From an optimization exercise on the open Yosys and OpenROAD flow, aimed at small area; shortcuts taken in it are not production practice.
Function was checked by simulation only, so behaviour that the tests miss may differ from the original.
Power is estimated from default activity; no workload was simulated.

the baseline:
// crossbar
module crossbar (
	input clk,
	input reset,
	input master_0_req,				 
	output master_0_ack,
	input master_0_cmd,				 
	output master_0_resp,
	input [31:0] master_0_addr,
	input [31:0] master_0_wdata,
	output [31:0] master_0_rdata,
	input master_1_req,				 
	output master_1_ack,
	input master_1_cmd,				 
	output master_1_resp,
	input [31:0] master_1_addr,
	input [31:0] master_1_wdata,
	output [31:0] master_1_rdata,
	input master_2_req,
	output master_2_ack,
	input master_2_cmd,
	output master_2_resp,
	input [31:0] master_2_addr,
	input [31:0] master_2_wdata,
	output [31:0] master_2_rdata,
	input master_3_req,
	output master_3_ack,
	input master_3_cmd,
	output master_3_resp,
	input [31:0] master_3_addr,
	input [31:0] master_3_wdata,
	output [31:0] master_3_rdata,
	output slave_0_req,
	input slave_0_ack,
	output slave_0_cmd,
	input slave_0_resp,
	input [31:0] slave_0_rdata,
	output [31:0] slave_0_wdata,
	output [31:0] slave_0_addr,
	output slave_1_req,
	input slave_1_ack,
	output slave_1_cmd,
	input slave_1_resp,
	input [31:0] slave_1_rdata,
	output [31:0] slave_1_wdata,
	output [31:0] slave_1_addr,
	output slave_2_req,
	input slave_2_ack,
	output slave_2_cmd,
	input slave_2_resp,
	input [31:0] slave_2_rdata,
	output [31:0] slave_2_wdata,
	output [31:0] slave_2_addr,
	output slave_3_req,
	input slave_3_ack,
	output slave_3_cmd,
	input slave_3_resp,
	input [31:0] slave_3_rdata,
	output [31:0] slave_3_wdata,
	output [31:0] slave_3_addr
	);
Size in the first run: roughly 660 cells after synthesis, about 800 I/O pins, about 3800 µm² of cells after synthesis.
export LEC_CHECK = 0
export CAP_MARGIN = 20
export CORE_AREA = 5 5 295 295
export CTS_BUF_LIST = sky130_fd_sc_hd__clkbuf_4
export DIE_AREA = 0 0 300 300
export SLEW_MARGIN = 20
export SYNTH_HIERARCHICAL = 1
create_clock -name core_clock -period 6.0 [get_ports {clk}]
standard.sh (not shown) runs the stock make flow with config.mk's settings and CLKGATE_MAP_FILE= SYNTH_SCRIPT=/design/flow/synth_recipe.tcl, a recipe that flattens the netlist after the stock synthesis.
==> flow/flow/run.sh <==
#!/bin/bash
# Standard ORFS synthesis, then every combinational cell swapped to its lowest
# drive strength (the repair steps size up what needs it), then the standard
# ORFS layout with the smallest plain buffer on every port, and the pins of each
# data bit (the four masters' and four slaves' copies) placed side by side.
set -euo pipefail
RES=orfs/results/$FLOW_PLATFORM/crossbar/base
bash standard.sh synth > synth.log 2>&1
SYNTH_ODB=$RES/1_synth.odb openroad -no_init -exit flow/shrink.tcl > shrink.log 2>&1
bash standard.sh "BUFFER_PORTS_ARGS=-buffer_cell sky130_fd_sc_hd__buf_1" "PLACE_PINS_ARGS=$(cat flow/pin_groups.txt)" "CTS_ARGS=-sink_clustering_enable -repair_clock_nets -buf_list sky130_fd_sc_hd__clkbuf_4 -dont_use_dummy_load" finish > standard.log 2>&1
Other scripts of this flow, unchanged in this note and not shown: flow/flow/pin_groups.txt, flow/flow/shrink.tcl
Modified inputs, the candidate compared to the baseline
diff --git a/flow/design.v b/flow/design.v
--- a/flow/design.v
+++ b/flow/design.v
@@ -128,21 +128,21 @@
 	cb_xnor2  u_lx (.a(la), .b(le), .y(lx));
 	cb_nor2b  u_le (.a(lx), .bn(beg), .y(le_d));
 	wire nm1, nmx;
 	wire [3:0] nX, nY, nZ;    
 	cb_inv   u_nm1 (.a(m1), .y(nm1));
 	cb_inv   u_nmx (.a(mx), .y(nmx));
-	cb_nand2  u_x0 (.a(nmx), .b(m1),  .y(nX[0]));
-	cb_nand2  u_x1 (.a(nm1), .b(nmx), .y(nX[1]));
-	cb_nand2  u_x2 (.a(nm1), .b(mx),  .y(nX[2]));
-	cb_nand2  u_x3 (.a(m1),  .b(mx),  .y(nX[3]));
+	cb_nand2b u_x0 (.an(mx), .b(m1), .y(nX[0]));
+	cb_or2    u_x1 (.a(m1), .b(mx), .y(nX[1]));
+	cb_nand2b u_x2 (.an(m1), .b(mx), .y(nX[2]));
+	cb_nand2  u_x3 (.a(m1), .b(mx), .y(nX[3]));
 	assign nY = {nmx, m1, mx, nm1};
-	cb_nor2   u_z0 (.a(m1),  .b(mx),  .y(nZ[0]));
-	cb_nor2   u_z1 (.a(m1),  .b(nmx), .y(nZ[1]));
-	cb_nor2   u_z2 (.a(nm1), .b(nmx), .y(nZ[2]));
-	cb_nor2   u_z3 (.a(nm1), .b(mx),  .y(nZ[3]));
+	cb_nor2   u_z0 (.a(m1), .b(mx), .y(nZ[0]));
+	cb_nor2b  u_z1 (.a(m1), .bn(mx), .y(nZ[1]));
+	cb_and2   u_z2 (.a(m1), .b(mx), .y(nZ[2]));
+	cb_nor2b  u_z3 (.a(mx), .bn(m1), .y(nZ[3]));
 	wire [3:0] h, t;
 	genvar i;
 	generate
 		for (i = 0; i < 4; i = i + 1) begin : gn
 			cb_aoi222 u_h (.a0(r[(i+3)%4]), .b0(nX[i]), .a1(r[(i+2)%4]), .b1(nY[i]),
 			               .a2(r[(i+1)%4]), .b2(nZ[i]), .y(h[i]));
==> summary.txt <==
Shortest clock period the worst path allows after layout (lower): the candidate
From the candidate to the baseline, die area did not move at all.
Final area went up slightly going from the baseline to the candidate.
The candidate has wire length on met2 below what the baseline had.
Share of power burned in the clock network in the candidate is 0.8 points above the baseline.
Area growth from synthesis to layout delta (the baseline -> the candidate): insignificant
Wire length of the first global-routing pass went up by a few percent going from the baseline to the candidate.
The clock-pin slew on the worst setup and hold paths was comparable across the baseline and the candidate.

==> afterwards: timing with drivers on the ports <==
The results above use ideal ports. As a check the final layouts listed here were re-extracted and re-timed, cells and wires unchanged. Step 1 (the two cells are an assumption about what drives the block):
set clk [get_ports {clk}]
set_driving_cell -lib_cell sky130_fd_sc_hd__clkbuf_16 $clk
set_driving_cell -lib_cell sky130_fd_sc_hd__buf_2 [delete_from_list [all_inputs] $clk]
Step 2 moves the port delays by t, midway between the first and last clock arrival at a register: inputs arrive t later, outputs are due t later. That takes back most of the time a late clock gives input paths. Slacks: ideal ports / drivers / drivers and shift; pairs: ideal ports / drivers.
| run | t, ns | setup WS [ns] | latest minus earliest clock arrival (ns) | cell pins on the clock port's net |
|---|---|---|---|---|
| the baseline | 0.278 | 1.296 / 1.273 / 1.273 | 0.007 / 0.007 | 1 |
| the candidate | 0.317 | 1.625 / 1.596 / 1.596 | 0.011 / 0.010 | 1 |
After both steps setup and hold are still met in every run listed. The setup slack of the candidate, which loses most, moves by -0.029 ns with the drivers and by -0.029 ns with both steps.
